Context: an optimization exercise on an open-source flow, tuned for small area, a short achievable clock period and few clock cycles per item. The choices shown serve that exercise and are no tape-out recipe.
The RTL was checked by simulation tests, not by an equivalence proof against the original design.

--- design/flow/constraint.sdc ---
create_clock -name core_clock -period 12.0 [get_ports {clk}]
set_input_delay 2.4000 -clock core_clock [delete_from_list [all_inputs] [get_ports {clk}]]
set_output_delay 2.4000 -clock core_clock [all_outputs]
set_load 0.01 [all_outputs]
--- design/flow/config.mk ---
export PLATFORM = sky130hd
export DESIGN_NAME = bitcoin_hash
export DESIGN_NICKNAME = bitcoin_hash
export VERILOG_FILES = /design/flow/design.v
export SDC_FILE = /design/flow/constraint.sdc
export NUM_CORES = 4
export LEC_CHECK = 0
export CAP_MARGIN = 30
export CORE_MARGIN = 2
export CORE_UTILIZATION = 40
export PLACE_DENSITY = 0.55
export SLEW_MARGIN = 40
--- design/flow/design.v ---
module bitcoin_hash (
  input  logic        clk, reset_n, start,
  input  logic [15:0] message_addr, output_addr,
  output logic        done, mem_clk, mem_we,
  output logic [15:0] mem_addr,
  output logic [31:0] mem_write_data,
  input  logic [31:0] mem_read_data
);
assign mem_clk = 1'b0;
localparam logic [2047:0] KTAB = {
  32'h428a2f98,32'h71374491,32'hb5c0fbcf,32'he9b5dba5,32'h3956c25b,32'h59f111f1,32'h923f82a4,32'hab1c5ed5,
  32'hd807aa98,32'h12835b01,32'h243185be,32'h550c7dc3,32'h72be5d74,32'h80deb1fe,32'h9bdc06a7,32'hc19bf174,
  32'he49b69c1,32'hefbe4786,32'h0fc19dc6,32'h240ca1cc,32'h2de92c6f,32'h4a7484aa,32'h5cb0a9dc,32'h76f988da,
  32'h983e5152,32'ha831c66d,32'hb00327c8,32'hbf597fc7,32'hc6e00bf3,32'hd5a79147,32'h06ca6351,32'h14292967,
  32'h27b70a85,32'h2e1b2138,32'h4d2c6dfc,32'h53380d13,32'h650a7354,32'h766a0abb,32'h81c2c92e,32'h92722c85,
  32'ha2bfe8a1,32'ha81a664b,32'hc24b8b70,32'hc76c51a3,32'hd192e819,32'hd6990624,32'hf40e3585,32'h106aa070,
  32'h19a4c116,32'h1e376c08,32'h2748774c,32'h34b0bcb5,32'h391c0cb3,32'h4ed8aa4a,32'h5b9cca4f,32'h682e6ff3,
  32'h748f82ee,32'h78a5636f,32'h84c87814,32'h8cc70208,32'h90befffa,32'ha4506ceb,32'hbef9a3f7,32'hc67178f2
};
localparam logic [255:0] IVTAB = {
  32'h6a09e667, 32'hbb67ae85, 32'h3c6ef372, 32'ha54ff53a,
  32'h510e527f, 32'h9b05688c, 32'h1f83d9ab, 32'h5be0cd19
};
function automatic logic [31:0] kc(input logic [5:0] i);
  kc = KTAB[(6'd63 - i)*32 +: 32];
endfunction
function automatic logic [31:0] ivc(input logic [2:0] i);
  ivc = IVTAB[(3'd7 - i)*32 +: 32];
endfunction
function automatic logic [31:0] ror(input logic [31:0] x, input int r);
  ror = (x >> r) | (x << (32-r));
endfunction
function automatic logic [63:0] csa(input logic [31:0] x, y, z);
  logic [31:0] s, c;
  s = x ^ y ^ z;
  c = ((x & y) | (x & z) | (y & z)) << 1;
  csa = {s, c};
endfunction
localparam logic [1:0] B_P1 = 2'd0, B_P2 = 2'd1, B_P3 = 2'd2;
localparam logic [2:0] PH_IDLE = 3'd0, PH_PRE = 3'd1, PH_RND = 3'd2,
                       PH_XFER = 3'd3, PH_FIN = 3'd4;
logic [2:0]  ph;
logic [1:0]  blk;
logic [6:0]  t;
logic [3:0]  nonce;
logic [31:0] a, b, c, d, e, f, g, hk;
logic [15:0][31:0] win;
logic [3:0][31:0] rp, rq;       
logic [15:0] ma;
logic        we;
assign done = (ph == PH_IDLE);
assign mem_addr = ma;
assign mem_we = we;
assign mem_write_data = a + ivc(3'd0);
wire rnd   = (ph == PH_RND);
wire init  = rnd && (t == 7'd0);
wire last  = rnd && (t == 7'd64);
wire is_p2 = (blk == B_P2);
wire is_p3 = (blk == B_P3);
logic [31:0] S0, S1, ch, maj, new_a, new_e;
logic [31:0] s1, c1, s2a, c2a, s3a, c3a, s2e, c2e;
always_comb begin
  S1  = ror(e,6) ^ ror(e,11) ^ ror(e,25);
  ch  = (e & f) ^ (~e & g);
  S0  = ror(a,2) ^ ror(a,13) ^ ror(a,22);
  maj = (a & b) | (a & c) | (b & c);
  {s1, c1}   = csa(hk, S1, ch);
  {s2e, c2e} = csa(s1, c1, d);
  {s2a, c2a} = csa(s1, c1, S0);
  {s3a, c3a} = csa(s2a, c2a, maj);
  new_e = s2e + c2e;
  new_a = s3a + c3a;
end
logic [31:0] fixop, wf;
always_comb begin
  fixop = 32'd0;
  if (ph == PH_XFER) fixop = ivc(t[2:0]);
  else if (rnd && is_p3 && t <= 7'd7) fixop = rq[t[2:1]];
  wf = win[8] + fixop;
end
logic [31:0] gsel, hk_next;
logic [31:0] hs, hc;
always_comb begin
  if (init) gsel = is_p2 ? rq[3] : ivc(3'd7);
  else      gsel = g;
  {hs, hc} = csa(gsel, kc(t[5:0]), wf);
  hk_next = hs + hc;
end
logic [31:0] sg0, sg1, sched, ss, sc;
always_comb begin
  sg0 = ror(win[1],7) ^ ror(win[1],18) ^ (win[1] >> 3);
  sg1 = ror(win[14],17) ^ ror(win[14],19) ^ (win[14] >> 10);
  {ss, sc} = csa(sg1, win[9], sg0);
  sched = ss + sc + win[0];
end
logic [31:0] ins;
logic [3:0]  nn;
always_comb begin
  nn  = (ph == PH_XFER) ? 4'd0 : nonce + 4'd1;
  ins = sched;
  case (ph)
    PH_PRE:  ins = mem_read_data;
    PH_XFER: case (t[2:0])
               3'd0, 3'd1, 3'd2: ins = mem_read_data;
               3'd3: ins = {28'd0, nn};
               3'd4: ins = 32'h80000000;
               default: ins = 32'd0;
             endcase
    PH_RND: begin
      if (t <= 7'd7) begin
        case (blk)
          B_P1: ins = mem_read_data;
          B_P2: ins = (t == 7'd7) ? 32'd640 : 32'd0;
          default: ins = (t == 7'd0) ? 32'h80000000 : (t == 7'd7) ? 32'd256 : 32'd0;
        endcase
      end else if (is_p3 && t >= 7'd57) begin
        case (t[2:0])
          3'd1, 3'd2, 3'd3: ins = mem_read_data;    
          3'd4: ins = {28'd0, nn};                   
          3'd5: ins = 32'h80000000;                  
          default: ins = 32'd0;
        endcase
      end
    end
    default: ;
  endcase
end
logic        ma_wr;
logic [4:0]  ma_off;
always_comb begin
  ma_wr  = 1'b0;
  ma_off = 5'd16;
  case (ph)
    PH_IDLE: ma_off = 5'd0;
    PH_PRE:  ma_off = t[4:0] + 5'd1;
    PH_XFER: ma_off = 5'd18;
    PH_RND: begin
      if (blk == B_P1) begin
        if (t <= 7'd5)       ma_off = t[4:0] + 5'd10;
        else if (t == 7'd64) ma_off = 5'd17;
        else                 ma_off = 5'd16;
      end else begin
        if (t == 7'd56)      ma_off = 5'd17;
        else if (t == 7'd57) ma_off = 5'd18;
        else                 ma_off = 5'd16;
        if (last) begin ma_wr = 1'b1; ma_off = {1'b0, nonce}; end
      end
    end
    default: ;
  endcase
end
always_ff @(posedge clk) begin
  if (init) begin
    if (is_p2) begin
      a <= rp[0]; b <= rq[0]; c <= rp[1]; d <= rq[1];
      e <= rp[2]; f <= rq[2]; g <= rp[3];
    end else begin
      a <= ivc(3'd0); b <= ivc(3'd1); c <= ivc(3'd2); d <= ivc(3'd3);
      e <= ivc(3'd4); f <= ivc(3'd5); g <= ivc(3'd6);
    end
  end else begin
    a <= new_a; b <= a; c <= b; d <= c;
    e <= new_e; f <= e; g <= f;
  end
  hk <= hk_next;
  for (int i = 0; i < 7; i++) win[i] <= win[i+1];
  win[7] <= wf;
  if (last && !is_p3) begin
    win[8]  <= new_a; win[9]  <= a; win[10] <= b; win[11] <= c;
    win[12] <= new_e; win[13] <= e; win[14] <= f; win[15] <= g;
  end else begin
    for (int i = 8; i < 15; i++) win[i] <= win[i+1];
    win[15] <= ins;
  end
  for (int j = 0; j < 4; j++) rp[j] <= rq[j];
  if (ph == PH_XFER) begin
    for (int j = 0; j < 3; j++) rq[j] <= rp[j+1];
    rq[3] <= wf;
  end else begin
    for (int j = 0; j < 4; j++) rq[j] <= rp[j];
  end
  ma <= (ma_wr ? output_addr : message_addr) + {11'd0, ma_off};
end
always_ff @(posedge clk, negedge reset_n) begin
  if (!reset_n) begin
    ph    <= PH_IDLE;
    blk   <= B_P1;
    t     <= 7'd0;
    nonce <= 4'd0;
    we    <= 1'b0;
  end else begin
    we <= rnd && is_p3 && (t == 7'd64);
    case (ph)
      PH_IDLE: if (start) begin
        ph <= PH_PRE; t <= 7'd0; blk <= B_P1; nonce <= 4'd0;
      end
      PH_PRE: begin
        if (t == 7'd8) begin ph <= PH_RND; t <= 7'd0; end
        else t <= t + 7'd1;
      end
      PH_XFER: begin
        if (t == 7'd7) begin ph <= PH_RND; blk <= B_P2; t <= 7'd0; end
        else t <= t + 7'd1;
      end
      PH_RND: begin
        if (t == 7'd64) begin
          t <= 7'd0;
          case (blk)
            B_P1: begin ph <= PH_XFER; end
            B_P2: begin blk <= B_P3; end
            default: begin
              nonce <= nonce + 4'd1;
              if (nonce == 4'd15) ph <= PH_FIN;
              else blk <= B_P2;
            end
          endcase
        end else t <= t + 7'd1;
      end
      PH_FIN: ph <= PH_IDLE;
      default: ph <= PH_IDLE;
    endcase
  end
end
endmodule
--- design/flow/run.sh ---
#!/bin/bash
# synth_recipe.tcl (not shown) runs the flow's synth.tcl, then flattens the netlist and writes it again
# the make line also repeats each setting of config.mk as NAME=value (left out here)
make -C /OpenROAD-flow-scripts/flow DESIGN_CONFIG=/design/flow/config.mk WORK_HOME=/design/flow/orfs CLKGATE_MAP_FILE= SYNTH_SCRIPT=/design/flow/synth_recipe.tcl finish
==> notes.md <==
[cells in the mapped netlist (28+ instances only)]
library cell	n	area, µm²
sky130_fd_sc_hd__nand2_1	1108	4159
sky130_fd_sc_hd__o21ai_1	58	290.3
sky130_fd_sc_hd__a21oi_1	278	1391
sky130_fd_sc_hd__dfxtp_1	1040	20820
sky130_fd_sc_hd__nor3_1	60	300.3
sky130_fd_sc_hd__xor2_1	150	1314
sky130_fd_sc_hd__and3_1	28	175.2
sky130_fd_sc_hd__nor2_1	206	773.2
sky130_fd_sc_hd__mux4_2	35	788.3
sky130_fd_sc_hd__nand3_1	78	390.4
sky130_fd_sc_hd__o21ai_0	186	930.9
sky130_fd_sc_hd__clkbuf_1	284	1066
sky130_fd_sc_hd__ha_1	179	2240
sky130_fd_sc_hd__nand2b_1	37	231.5
sky130_fd_sc_hd__o22a_1	126	1104
sky130_fd_sc_hd__o21a_1	33	247.7
sky130_fd_sc_hd__inv_1	326	1224
sky130_fd_sc_hd__a31oi_1	54	337.8
sky130_fd_sc_hd__mux2_2	29	326.6
sky130_fd_sc_hd__o211ai_1	31	232.7
sky130_fd_sc_hd__a21o_1	68	510.5
sky130_fd_sc_hd__mux2i_1	52	520.5
sky130_fd_sc_hd__a22o_1	99	867.1
sky130_fd_sc_hd__o21bai_1	28	210.2
sky130_fd_sc_hd__xnor2_1	276	2417
sky130_fd_sc_hd__maj3_1	32	320.3
sky130_fd_sc_hd__fa_1	219	4384
[routing by layer]
metal | vias to the layer above | track usage [%] | share of wire (%)
met5 | - | 0 | 0
met4 | 0 | 16.36 | 5.9
met3 | 323 | 4.952 | 6.8
met2 | 1604 | 48.67 | 44
met1 | 20410 | 42.00 | 43
li1 | 18640 | - | -
[worst paths after layout]
check	from	slack [ns]	end	depth (start not counted)
worst max-delay path	t[1]$_DFFE_PN0P_	2.75	hk[31]$_DFF_P_	32
max in group asynchronous	reset_n	9.98	t[3]$_DFFE_PN0P_	1
worst max register to register	t[1]$_DFFE_PN0P_	2.75	hk[31]$_DFF_P_	32
worst min register to register	win[208]$_DFF_P_	0.28	win[176]$_DFF_P_	0
min in group asynchronous	reset_n	1.60	t[0]$_DFFE_PN0P_	1
worst min-delay path	win[208]$_DFF_P_	0.28	win[176]$_DFF_P_	0
[per-stage QoR]
stage	cell area, µm²	std cells	hold WS [ns]	setup slack [ns]
after global placement	53680	7035	0.3096	3.105
after global routing	57770	7251	0.2946	2.290
final	57780	7254	0.2781	2.754
after detailed placement	53820	7040	0.3121	3.029
after CTS	57690	7250	0.2777	2.908
after floorplan	50900	5500	0.3096	4.787
[cell families (layout without fill, tap and decap cells)]
family	after synthesis	count (layout)
xor+xnor	427	427
other cells	1	4
fa+ha+maj	430	430
flops	1057	1057
buf+inv	642	743
simple gates	1647	1647
mux	116	116
compound gates	1180	1180
[area by class of cell]
cell class                      count  area, µm²  share of cell area (%)
Clock buffer                      146       3118                   5.397
Timing Repair Buffer              204       1931                   3.341
Antenna cell                        3      7.507                 0.01299
Multi-Input combinational cell   3801      27400                   47.43
Tap cell                         1650       2064                   3.573
Clock inverter                     64      754.5                   1.306
Inverter                          329       1235                   2.137
Sequential cell                  1057      21260                   36.80
==> flow_summary.json <==
{
  "post_synth_fa_ha_maj_area_fraction_pct": 13.64,
  "numPortBuffers": 116,
  "first_global_vias": 39260,
  "post_drt_antenna_nets": 0,
  "tritoncts": "built",
  "timing.slew.headroom_pct": 34.07,
  "max-clock-path-buffers": 3,
  "asyncSetResetFlopFracSynth_pct": 1.608,
  "postSynthNetCount": 5965,
  "largest_register_ff_count": 512,
  "synthCells": 5500,
  "post_synthesis_simple_gate_area_fraction_pct": 13.58,
  "worst_setup_path_end_kind": "flip-flop",
  "htree_levels": 3,
  "run_status": "no timing/DRC/antenna violations",
  "vias": 40980,
  "grt_max_degree": 149,
  "most_numerous_cell_on_the_critical_path": "sky130_fd_sc_hd__buf_4",
  "cap_violations": 0,
  "wire_length_of_the_first_global_routing_pass_um": 293000,
  "fmaxAchievable_mhz": 108.2,
  "post_drt_via_cell_ratio": 5.649,
  "die_area_um2": 130100,
  "first_iter_violations": 3925,
  "wl_per_cell_um": 28.58,
  "core_area_um2": 125900,
  "timing_worst_slew_pin_value_ns": 0.9844,
  "critPathMaxStageDelay_ns": 0.64,
  "numCtsBuffers": 110,
  "worst_setup_path_start_kind": "flip-flop",
  "critical_path_buf_inv_count": 6,
  "postSynth.topFlopCell": "sky130_fd_sc_hd__dfxtp_1",
  "post_synthesis_sequential_area_ratio_pct": 41.74,
  "worst-endpoint-required_ns": 12.58,
  "drive_gt1_share_pct": 7.481,
  "floorplan.initialDensity_pct": 40.43,
  "synth-compound-area-share_pct": 15.68,
  "globalRouteTotalUtil_pct": 31.33,
  "postCtsSetupBuffers": 0,
  "most-common-layout-cells": "sky130_fd_sc_hd__nand2_1 (1106), sky130_fd_sc_hd__dfxtp_1 (1038), sky130_fd_sc_hd__inv_1 (326)",
  "synthesis.area_per_instance_um2": 9.254,
  "layout.cells.most_common": "sky130_fd_sc_hd__nand2_1",
  "floorplan.die.width_um": 360.7,
  "fin_crit_ns": 9.246,
  "synth_warnings": 1,
  "finalHoldViolations": 0,
  "postCtsResizedCells": 0,
  "dp.final_hpwl_um": 160100,
  "synth_top_family_by_area": "compound AO/OA/AOI/OAI gates",
  "synth_edf_count": 0,
  "clk_latency_ns": 0.76,
  "reg_top3": "win (512), rp (128), rq (128)",
  "finish.net_count": 5968,
  "post_synth_instance_area_um2": 50900,
  "yosys.cell_types.count": 94,
  "cts_hold_buf": 0,
  "path_clk_slew_ns": 0.07,
  "grt_overflow_total": 0,
  "cts.sink_count": 1057,
  "syn_to_final_growth_pct": 13.52,
  "final.period_utilization_pct": 77.05,
  "number_of_max_slew_violations_in_the_final_report": 0,
  "critPathTopFamily": "compound AO/OA/AOI/OAI gates",
  "utilization_pct": 45.89,
  "setup.worst_path.class": "flip-flop to flip-flop",
  "hold_path_class": "flip-flop to flip-flop",
  "yosys.area_share.xor_xnor_pct": 7.375,
  "drt_pre_antenna_iters": 6,
  "regMostFlops": "win",
  "routed_wirelength_um": 207300,
  "root_buffer": "sky130_fd_sc_hd__clkbuf_16",
  "critical_path_peak_fanout": 37,
  "floorplan.die.height_um": 360.7,
  "gp_routability_congestion": 1.007,
  "timing.final.setup_violations": 0,
  "worst_path_max_delay_cell": "sky130_fd_sc_hd__dfrtp_4",
  "muxShareOfSynthArea_pct": 3.213,
  "crit_arrival_ns": 9.83,
  "antenna_found_initial": 3,
  "rows": 130,
  "detail_route.drc_violations": 0,
  "yosys_register_bits": 1057,
  "final.setup.tns_ns": 0,
  "pin_count": 118,
  "num-fill-cells": 12270,
  "fin_worst_skew_ns": 0.06576,
  "setup_repair_after_global_routing_missed_its_margin": "no"
}
Testbench counts, summed over its fixed seeds: cycles 69,248, items 512.

## re-timing with driven ports
The results above use ideal ports. As a check the final layout listed here was re-extracted and re-timed, cells and wires unchanged. Step 1, drivers: a clkbuf_16 drives clk and a buf_2 each remaining input, both assumed. Step 2 moves the port delays by t, midway between the first and last clock arrival at a register: inputs arrive t later, outputs are due t later. That takes back most of the time a late clock gives input paths. Three values: ideal, step 1, step 2; two values: the first two.
t, ns: 0.800
setup WS [ns]: 2.754 / 2.754 / 2.754
clock arrival spread, ns: 0.066 / 0.066
worst data-port slew with drivers (ns): 0.06
After both steps setup and hold are still met in this run. The setup slack of this run moves by 0.000 ns with the drivers and by 0.000 ns with both steps.
